This is an optimization exercise on Yosys and OpenROAD, whose aim is small area, not a production implementation. Only simulation tests tie the RTL to the original design; equivalence was not proved.

==> flow/design.v, too long to show whole: its modules and the start of the top module <==
// module signed_mult: 746 lines
// module dsm_add: 86 lines
// module lz_xstep: 110 lines
// module mac_brow: 10 lines
// module mac_benc: 7 lines
// module mac_bsel: 5 lines
// module mac_bsel0: 5 lines
// module mac_fa: 6 lines
// module mac_ha: 6 lines
// module mac_maj: 5 lines
// module Slowclock: 13 lines
// module Lorenz: 46 lines
// module lz_next: 6 lines
// module second_DSM_DAC: 26 lines
// module Lorenz3D: 41 lines
module Lorenz3D(
    clk,
    rst,
    x_init,
    y_init,
    z_init,
    pinX,
    pinY,
    pinZ,
    x,
    y,
    z
    );
  // ...
==> flow/flow/run.sh <==
#!/bin/bash
# Layout flow: the standard synthesis and layout, with one extra step
# between them: combinational cells that synthesis sized up but that drive
# few loads are set back to their smallest drive strength (registers are
# left as synthesis made them); the layout's own timing repair sizes up
# again wherever timing needs it.  Port buffers use the smallest buffer.
set -euo pipefail
bash standard.sh synth > synth.log 2>&1
RESULTS=orfs/results/$FLOW_PLATFORM/Lorenz3D/base \
  openroad -no_init -exit flow/downsize.tcl > downsize.log 2>&1
RECOVER_POWER=100 BUFFER_PORTS_ARGS="-buffer_cell sky130_fd_sc_hd__buf_1" \
  bash standard.sh > layout.log 2>&1
==> flow/flow/downsize.tcl <==
set odb $::env(RESULTS)/1_synth.odb
read_db $odb
set db [ord::get_db]
set block [ord::get_db_block]
set n 0
set saved 0.0
foreach inst [$block getInsts] {
  set master [$inst getMaster]
  set name [$master getName]
  if {[$master isSequential]} { continue }
  if {![regexp {^(sky130_fd_sc_hd__([a-z0-9]+))_([0-9]+)$} $name -> base func size]} { continue }
  if {[regexp {^(df|edf|sdf|dl|buf|clk|conb|tap|fill|decap|diode|fa$|ha$)} $func]} { continue }
  set fanout 0
  foreach it [$inst getITerms] {
    if {[$it isOutputSignal]} {
      set net [$it getNet]
      if {$net ne "NULL"} {
        incr fanout [expr {[llength [$net getITerms]] + [llength [$net getBTerms]] - 1}]
      }
    }
  }
  if {$fanout > 4} { continue }
  foreach s {0 1} {
    if {$s >= $size} { break }
    set m [$db findMaster ${base}_$s]
    if {$m ne "NULL"} {
      set saved [expr {$saved + ([$master getWidth] - [$m getWidth]) * [$master getHeight] / 1e6}]
      $inst swapMaster $m
      incr n
      break
    }
  }
}
puts "downsized $n instances, [format %.1f $saved] um^2"
write_db $odb
==> flow/standard.sh <==
#!/bin/bash
# synth_recipe.tcl (not shown) runs the flow's synth.tcl, then flattens the netlist and writes it again
# the make line also repeats each setting of config.mk as NAME=value (left out here)
make -C /OpenROAD-flow-scripts/flow DESIGN_CONFIG=/design/flow/config.mk WORK_HOME=/design/flow/orfs CLKGATE_MAP_FILE= SYNTH_SCRIPT=/design/flow/synth_recipe.tcl "${@:-finish}"
==> flow/config.mk <==
export PLATFORM = sky130hd
export DESIGN_NAME = Lorenz3D
export DESIGN_NICKNAME = Lorenz3D
export VERILOG_FILES = /design/flow/design.v
export SDC_FILE = /design/flow/constraint.sdc
export NUM_CORES = 4
export LEC_CHECK = 0
export CAP_MARGIN = 0
export CORE_MARGIN = 2
export CORE_UTILIZATION = 60
export CTS_BUF_LIST = sky130_fd_sc_hd__clkbuf_16
export CTS_CLUSTER_DIAMETER = 60
export CTS_CLUSTER_SIZE = 20
export SLEW_MARGIN = 0
export SYNTH_HIERARCHICAL = 1
==> flow/constraint.sdc <==
create_clock -name core_clock -period 18.0 [get_ports {clk}]
set_input_delay 3.6000 -clock core_clock [delete_from_list [all_inputs] [get_ports {clk}]]
set_output_delay 3.6000 -clock core_clock [all_outputs]
set_load 0.01 [all_outputs]
==> results list, run 1 <==
* Run status: finished with violations
* SO Viols: capacitance limit, slew limit
- The clock buffers instantiated in the layout total 26.
- The sequential cells in the finished layout cover a total of 5130 µm².
- At the end of the flow, the number of nets in the layout was 3,929.
- The tool flagged a number of max-cap violations equal to 4.
- Counting instances, the worst hold path has a depth of 2.
- Final critical-path setup slack: 0.577 ns
- Fill cell count: 4,249
- The worst path uses 96.8% of the clock period.
* Worst hold-check slack: 0.523 ns
- Hold Crit Start: L1.t[21]$_DFF_P_
* Max Freq: 57.4 MHz
* Total vias in the final route: 24,500
- After layout, the minimum clock period comes to 17.42 ns.
- There are 256 flip-flops and latches.
- Non-clock inverter count in the final layout: 182
- Number of buffers added on ports: 196
- The initial antenna violation count was 1.
- PostCTS Resize Cnt: 0
- In this run, CTS created clock tree buffers numbering 26.
* Seq area share: 14.8%
- Final Max Tran Viols: 213
* Clock Skew: 0.0424 ns
* GR Layer Usage met1: 49.6%
- Total number of clock tree sinks: 256
* Yosys warning count: 9
* Number of logic stages on the critical path including buffering: 35
- Across the placement rows, the number of tap cells is 688.
- Final GP Congestion: 0.898
* Clock insertion delay at the later pin of the skew report: 0.59 ns
==> module mac_benc, before the edit <==
module mac_benc(a2, a1, a0, one, two, neg);
    input  wire a2, a1, a0;
    output wire one, two, neg;
    assign neg = a2;
    assign one = a1 ^ a0;
    assign two = (a2 & ~a1 & ~a0) | (~a2 & a1 & a0);
endmodule
==> module Lorenz, before the edit <==
module Lorenz(clk, rst, phase, x_init, y_init, z_init, x, y, z);
    input wire clk;
    input wire rst;
    input wire [1:0] phase;
    input wire [31:0] x_init;
    input wire [31:0] y_init;
    input wire [31:0] z_init;
    output reg [31:0] x;
    output reg [31:0] y;
    output reg [31:0] z;
    localparam [31:0] NEGB = 32'hFAAA_AAAB;    
    reg [31:0] t;
    wire sa = rst || phase[1];
    wire sc = !rst && phase == 2'd1;
    wire [26:0] zor;
    assign zor[0] = 1'b0;
    genvar i;
    generate for (i = 1; i < 27; i = i + 1) begin : zo
        assign zor[i] = zor[i-1] | z[i-1];
    end endgenerate
    wire [31:0] w;
    assign w[26:0] = z[26:0] ^ zor;
    assign w[31:27] = ~z[31:27] + 5'b00111 + {4'b0, ~(zor[26] | z[26])};
    wire [31:0] xd, yd, zd;
    wire [23:0] ma = sa ? zd[31:8] : x[31:8];
    wire [31:0] mb = sa ? NEGB : phase[0] ? w : y;
    wire [31:0] mc = sa ? zd : phase[0] ? y : t;
    wire [23:0] mr = {24{sc}} & ~y[31:8];
    wire        mcin = sc || (sa && (ma != 24'd0));
    wire [31:0] mo;
    signed_mult mac (.a(ma), .b(mb), .c(mc), .r(mr), .cin(mcin), .out(mo));
    wire [31:0] xn;
    lz_xstep xs (.x(x), .y(y), .xn(xn));
    always @(posedge clk)
        t <= mo;
    wire sh = !rst && phase != 2'd1;
    lz_next nx (.init(x_init), .nw(xn), .q(x), .si(rst), .sn(sc), .sh(sh), .d(xd));
    lz_next ny (.init(y_init), .nw(mo), .q(y), .si(rst), .sn(sc), .sh(sh), .d(yd));
    lz_next nz (.init(z_init), .nw(t),  .q(z), .si(rst), .sn(sc), .sh(sh), .d(zd));
    always @(posedge clk)
    begin
        x <= xd;
        y <= yd;
        z <= zd;
    end
endmodule
==> run 2, diff against run 1 <==
--- a/flow/design.v
+++ b/flow/design.v
@@ -1,21 +1,22 @@
 `timescale 1ns / 1ps
-module signed_mult(a, b, c, r, cin, out);
+module signed_mult(a, na, b, c, r, cin, out);
     input  wire [23:0] a;
+    input  wire        na;
     input  wire [31:0] b;
     input  wire [31:0] c;
     input  wire [23:0] r;
     input  wire        cin;
     output wire [31:0] out;
     wire [11:0] neg, one, two;
     wire [24:0] ax = {a, 1'b0};
     genvar k;
     generate for (k = 0; k < 12; k = k + 1) begin : enc
-        mac_benc be (.a2(ax[2*k+2]), .a1(ax[2*k+1]), .a0(ax[2*k]),
+        mac_benc be (.a2(ax[2*k+2]), .a1(ax[2*k+1]), .a0(ax[2*k]), .inv(na),
                      .one(one[k]), .two(two[k]), .neg(neg[k]));
     end endgenerate
     wire [32:0] e0;
     mac_brow br0 (.b(b), .one(one[0]), .two(two[0]), .neg(neg[0]), .e(e0));
     wire [32:0] e1;
     mac_brow br1 (.b(b), .one(one[1]), .two(two[1]), .neg(neg[1]), .e(e1));
     wire [32:0] e2;
     mac_brow br2 (.b(b), .one(one[2]), .two(two[2]), .neg(neg[2]), .e(e2));
@@ -946,20 +947,20 @@
     input  wire one, two, neg;
     output wire [32:0] e;
     mac_bsel0 s0 (.b0(b[0]), .one(one), .neg(neg), .e(e[0]));
     genvar j;
     generate for (j = 1; j < 33; j = j + 1) begin : s
         mac_bsel sj (.b1(b[(j < 32) ? j : 31]), .b0(b[j-1]), .one(one), .two(two), .neg(neg), .e(e[j]));
     end endgenerate
 endmodule
-module mac_benc(a2, a1, a0, one, two, neg);
-    input  wire a2, a1, a0;
+module mac_benc(a2, a1, a0, inv, one, two, neg);
+    input  wire a2, a1, a0, inv;
     output wire one, two, neg;
-    assign neg = a2;
+    assign neg = a2 ^ inv;
     assign one = a1 ^ a0;
     assign two = (a2 & ~a1 & ~a0) | (~a2 & a1 & a0);
 endmodule
 module mac_bsel(b1, b0, one, two, neg, e);
     input  wire b1, b0, one, two, neg;
     output wire e;
     assign e = ((one & b1) | (two & b0)) ^ neg;
 endmodule
@@ -1009,33 +1010,26 @@
     input wire [31:0] z_init;
     output reg [31:0] x;
     output reg [31:0] y;
     output reg [31:0] z;
     localparam [31:0] NEGB = 32'hFAAA_AAAB;    
     reg [31:0] t;
     wire sa = rst || phase[1];
     wire sc = !rst && phase == 2'd1;
-    wire [26:0] zor;
-    assign zor[0] = 1'b0;
-    genvar i;
-    generate for (i = 1; i < 27; i = i + 1) begin : zo
-        assign zor[i] = zor[i-1] | z[i-1];
-    end endgenerate
-    wire [31:0] w;
-    assign w[26:0] = z[26:0] ^ zor;
-    assign w[31:27] = ~z[31:27] + 5'b00111 + {4'b0, ~(zor[26] | z[26])};
+    wire [31:0] v = {z[31:27] - 5'b00111, z[26:0]};
+    wire        vn = sc && (z != 32'hB800_0000);
     wire [31:0] xd, yd, zd;
     wire [23:0] ma = sa ? zd[31:8] : x[31:8];
-    wire [31:0] mb = sa ? NEGB : phase[0] ? w : y;
+    wire [31:0] mb = sa ? NEGB : phase[0] ? v : y;
     wire [31:0] mc = sa ? zd : phase[0] ? y : t;
     wire [23:0] mr = {24{sc}} & ~y[31:8];
     wire        mcin = sc || (sa && (ma != 24'd0));
     wire [31:0] mo;
-    signed_mult mac (.a(ma), .b(mb), .c(mc), .r(mr), .cin(mcin), .out(mo));
+    signed_mult mac (.a(ma), .na(vn), .b(mb), .c(mc), .r(mr), .cin(mcin), .out(mo));
     wire [31:0] xn;
     lz_xstep xs (.x(x), .y(y), .xn(xn));
     always @(posedge clk)
         t <= mo;
     wire sh = !rst && phase != 2'd1;
     lz_next nx (.init(x_init), .nw(xn), .q(x), .si(rst), .sn(sc), .sh(sh), .d(xd));
     lz_next ny (.init(y_init), .nw(mo), .q(y), .si(rst), .sn(sc), .sh(sh), .d(yd));
     lz_next nz (.init(z_init), .nw(t),  .q(z), .si(rst), .sn(sc), .sh(sh), .d(zd));
==> flow/flow/run.sh (replaced) <==
#!/bin/bash
# Layout flow: the standard synthesis and layout, with one extra step
# between them: combinational cells that synthesis sized up but that drive
# few loads are set back to their smallest drive strength (registers are
# left as synthesis made them); the layout's own timing repair sizes up
# again wherever timing needs it.  Port buffers use the smallest buffer.
set -euo pipefail
bash standard.sh synth > synth.log 2>&1
RESULTS=orfs/results/$FLOW_PLATFORM/Lorenz3D/base \
  openroad -no_init -exit flow/downsize.tcl > downsize.log 2>&1
BUFFER_PORTS_ARGS="-buffer_cell sky130_fd_sc_hd__buf_1" \
  bash standard.sh > layout.log 2>&1
==> flow/config.mk (replaced) <==
export PLATFORM = sky130hd
export DESIGN_NAME = Lorenz3D
export DESIGN_NICKNAME = Lorenz3D
export VERILOG_FILES = /design/flow/design.v
export SDC_FILE = /design/flow/constraint.sdc
export NUM_CORES = 4
export LEC_CHECK = 0
export CAP_MARGIN = 0
export CORE_MARGIN = 2
export CORE_UTILIZATION = 60
export CTS_BUF_LIST = sky130_fd_sc_hd__clkbuf_8
export CTS_CLUSTER_DIAMETER = 50
export CTS_CLUSTER_SIZE = 12
export SLEW_MARGIN = 0
export SYNTH_HIERARCHICAL = 1
==> run 2 against run 1 <==
Now clean on timing, DRC and antenna. Via count rose by 1.1%. Register-to-register slack got worse by 0.15 ns. Count of clock-buffer cells in the layout rose by 11. Global-route usage rose by 0.95 points. Wire length rose by 1.1%.
==> results list, run 2 <==
- The all-layer global routing usage came to 38.5% (was 37.5%).
* Clock period minus worst slack: 17.41 ns (was 17.42 ns)
- The number of vias after detailed routing is 24,800 (was 24,500).
* WL met1: 37.3 mm (was 37.4 mm)
* Signed area change from the synthesized netlist to the final layout: 10.5% (was 9.61%)
- Number of antenna violations at the first check in global routing: 0 (was 1)
* Number of buffers added by the clock tree synthesis step: 35 (was 26)
- DIE AREA: 54,000 µm² (was 54,600 µm²)
* Root buffer cell: clkbuf_8 (was clkbuf_16)
- Detailed Routing Iterations Pass 1: 13 (was 10)
- Number of inserted diodes: 0 (was 1)
- The floorplan die width came to 232 µm (was 234 µm).
- Total half-perimeter wirelength after legalization and detailed placement: 73.1 mm (was 71.7 mm)
- The count of clock tree sinks is 256 (unchanged).
- Starting Density: 60.8% (was 60.5%)
- The number of antenna-violating nets in the routed design came to 0 (unchanged).
- Routed met3 length: 9.70 mm (was 9.05 mm)
- The number of top-level design ports is 197 (unchanged).
- Number of buffers added on ports: 196 (unchanged)
* First-pass GRT wire length: 157 mm (was 155 mm)
- The weighted congestion at the end of routability-driven global placement came to 0.908 (was 0.898).
- The maximum clock rate came to 57.4 MHz (about the same).
- Yosys warning count: 9 (unchanged)
- The worst slew margin relative to its limit came to 27.9% (was -141%).
* Final Instance Count excl. Fillers: 3,755 (was 3,780)
- The slew at the pin closest to its max-slew limit is 1.08 ns (was 3.61 ns).
- The maximum fanout along the worst path is 4 (was 49).
- The starting DRC count in detailed routing was 3,181 (was 2,713).
* Buffer count from post-CTS setup fixing: 0 (unchanged)
- Highest routed metal layer: met4 (unchanged)
- Pin count of the biggest net entering global routing: 99 (was 86)
- The critical path launch point type was a flop (was input port).
- Vertical die dimension: 232 µm (was 234 µm)
* Final routed wire length divided by cell count: 26.9 µm (was 26.4 µm)
- Total global routing overflow: 0 (unchanged)
- Cells after synthesis: 2,746 (was 2,791)
- Final Max Tran Viols: 0 (was 213)
- The placed cell count came to 3,695 (was 3,732).
- The kind of path behind the tightest hold check was reg -> reg (unchanged).
- Slowest stage cell on the critical path: fa_2 (was clkinvlp_2)
- Total Wirelength: 101 mm (was 99.8 mm)
- The sum of negative setup slack was 0 ns (unchanged).
- The average via count per standard cell is 6.60 (was 6.49).
- # DRC: 0 (unchanged)
- The type of destination of the critical path is a flop (unchanged).
- The type of the worst setup path was reg -> reg (was in -> reg).
* Endpoint of the worst-slack reg-to-reg timing path: L1.x[31]$_DFF_P_ (unchanged)
- The critical path required time is 18.50 ns (was 18.44 ns).
* Clock-pin slew of the registers on the worst-case setup and hold paths: 0.08 ns (about the same)
- R2R Path Start: L1.x[0]$_DFF_P_ (unchanged)
- The average cell area after synthesis was 11.4 µm² (was 11.3 µm²).
* Max incr delay on CP: 0.59 ns (was 1.63 ns)
- Maximum root-to-sink buffer count: 3 (unchanged)
* Reg-to-reg slack, setup: 0.59 ns (was 0.74 ns)
- Fill cell count: 4,107 (was 4,249)
- Number of nets in the layout: 3,882 (was 3,929)
- TritonCTS clock tree: done (unchanged)
* Highest-count cells in the layout ignoring fill and taps: fa_1 (603), xnor2_1 (423), a22oi_1 (385) (was fa_1 (602), xnor2_1 (422), a22oi_1 (385))
- Endpoints failing setup: 0 (unchanged)
- The number of cell rows came to 83 (was 84).
* Run status: finished clean (was finished with violations)
- The final count of hold timing violations is 0 (unchanged).
- The most common cell after layout, fill and taps aside is fa_1 (unchanged).
* Fraction of final layout cells with drive strength greater than 1: 6.31% (was 5.47%)
- Syn Std Cell Area: 31,300 µm² (was 31,700 µm²)
* RSZ-0062 raised after global routing: no (unchanged)
- Share of the clock period used by the worst path: 96.7% (was 96.8%)
- Number of global-route vias before repair: 26,700 (was 26,300)
- The total length of routed met2 wires is 48.2 mm (about the same).
* Clock insertion delay at the later pin of the skew report: 0.62 ns (was 0.59 ns)
- Area of the core: 51,400 µm² (was 52,300 µm²)
- The number of maximum-capacitance violations is 0 (was 4).
- Clock Skew: 0.0444 ns (was 0.0424 ns)
- Library cell appearing most often on the critical path: fa_1 (unchanged)
- Data arrival, critical path: 17.92 ns (was 17.86 ns)
- The deepest level of the CTS H-tree is 2 (was 1).
* Critical path startpoint: L1.x[0]$_DFF_P_ (was rst)
- Final core utilization: 67.2% (was 66.3%)
- Number of cells on the worst reg-to-reg path: 46 (unchanged)
- The destination of the critical timing path was L1.x[31]$_DFF_P_ (was L1.y[26]$_DFF_P_).
run 2: worst max-delay path, delay by kind of cell (launching register included):
kind,cells,cell delay (ns)
flip-flops,1,0.36
XOR/XNOR,1,0.18
AO/OA/AOI/OAI,1,0.29
adder cells (fa/ha/maj),42,16.40
buffers and inverters,2,0.12
run 2: layout make-up:
| class | count | area [µm²] | share of cell area [%] |
|---|---|---|---|
| Multi-Input combinational cell | 2318 | 25800 | 74.6 |
| Clock inverter | 23 | 297 | 0.858 |
| Tap cell | 680 | 851 | 2.46 |
| Inverter | 154 | 579 | 1.68 |
| Sequential cell | 256 | 5130 | 14.8 |
| Timing Repair Buffer | 287 | 1420 | 4.12 |
| Clock buffer | 37 | 509 | 1.47 |
run 2: repair_timing:
action                     4_1_cts  5_1_grt
setup endpoints to repair        0        1
resized for setup                0        2
hold buffers                     0        0
run 2: how the worst min path moves through the flow:
stage	start	to	cells past startpoint
3_3_place_gp	L1.t[4]$_DFF_P_	L1.z[4]$_DFF_P_	2
5_1_grt	L1.t[1]$_DFF_P_	L1.z[1]$_DFF_P_	2
4_1_cts	L1.t[4]$_DFF_P_	L1.z[4]$_DFF_P_	2
3_5_place_dp	L1.t[4]$_DFF_P_	L1.z[4]$_DFF_P_	2
2_1_floorplan	clock.phase[0]$_SDFF_PP0_	clock.phase[0]$_SDFF_PP0_	1
6_report	L1.t[4]$_DFF_P_	L1.z[4]$_DFF_P_	2
run 2: metal layers:
layer	GRT usage [%]	up-vias
li1	-	10200
met5	0	-
met2	62.1	1483
met3	7.61	356
met4	18.6	0
met1	49.9	12700
run 2: stage by stage:
stage                     area, µm²  hold WS, ns  setup WS, ns
after detailed placement      33700        0.496         0.443
final                         34500        0.520         0.586
after CTS                     34500        0.516         0.474
after global placement        33700        0.485         0.682
after floorplan               31400        0.422          1.26
after global routing          34500        0.554        0.0838

afterwards: timing with drivers on the ports:
The results above use ideal ports. As a check the final layouts listed here were re-extracted and re-timed, cells and wires unchanged.
Step 1, drivers: a clkbuf_16 drives clk and a buf_2 each remaining input, both assumed.
Step 2, shift: input delay + t, output delay - t, t = (earliest + latest rising clock arrival at the registers) / 2. This alone moves slack from input paths to output paths.
a / b / c = ideal / step 1 / step 2; a / b = the first two.
run	t (ns)	slack for setup (ns)	latest minus earliest clock arrival (ns)	worst slew at a driven data input, ns
run 1	0.630	0.577 / 0.594 / -0.036	0.042 / 0.042	0.08
run 2	0.655	0.586 / 0.586 / 0.586	0.045 / 0.045	0.06
The setup slack of run 1, which loses most, moves by +0.017 ns with the drivers and by -0.613 ns with both steps.
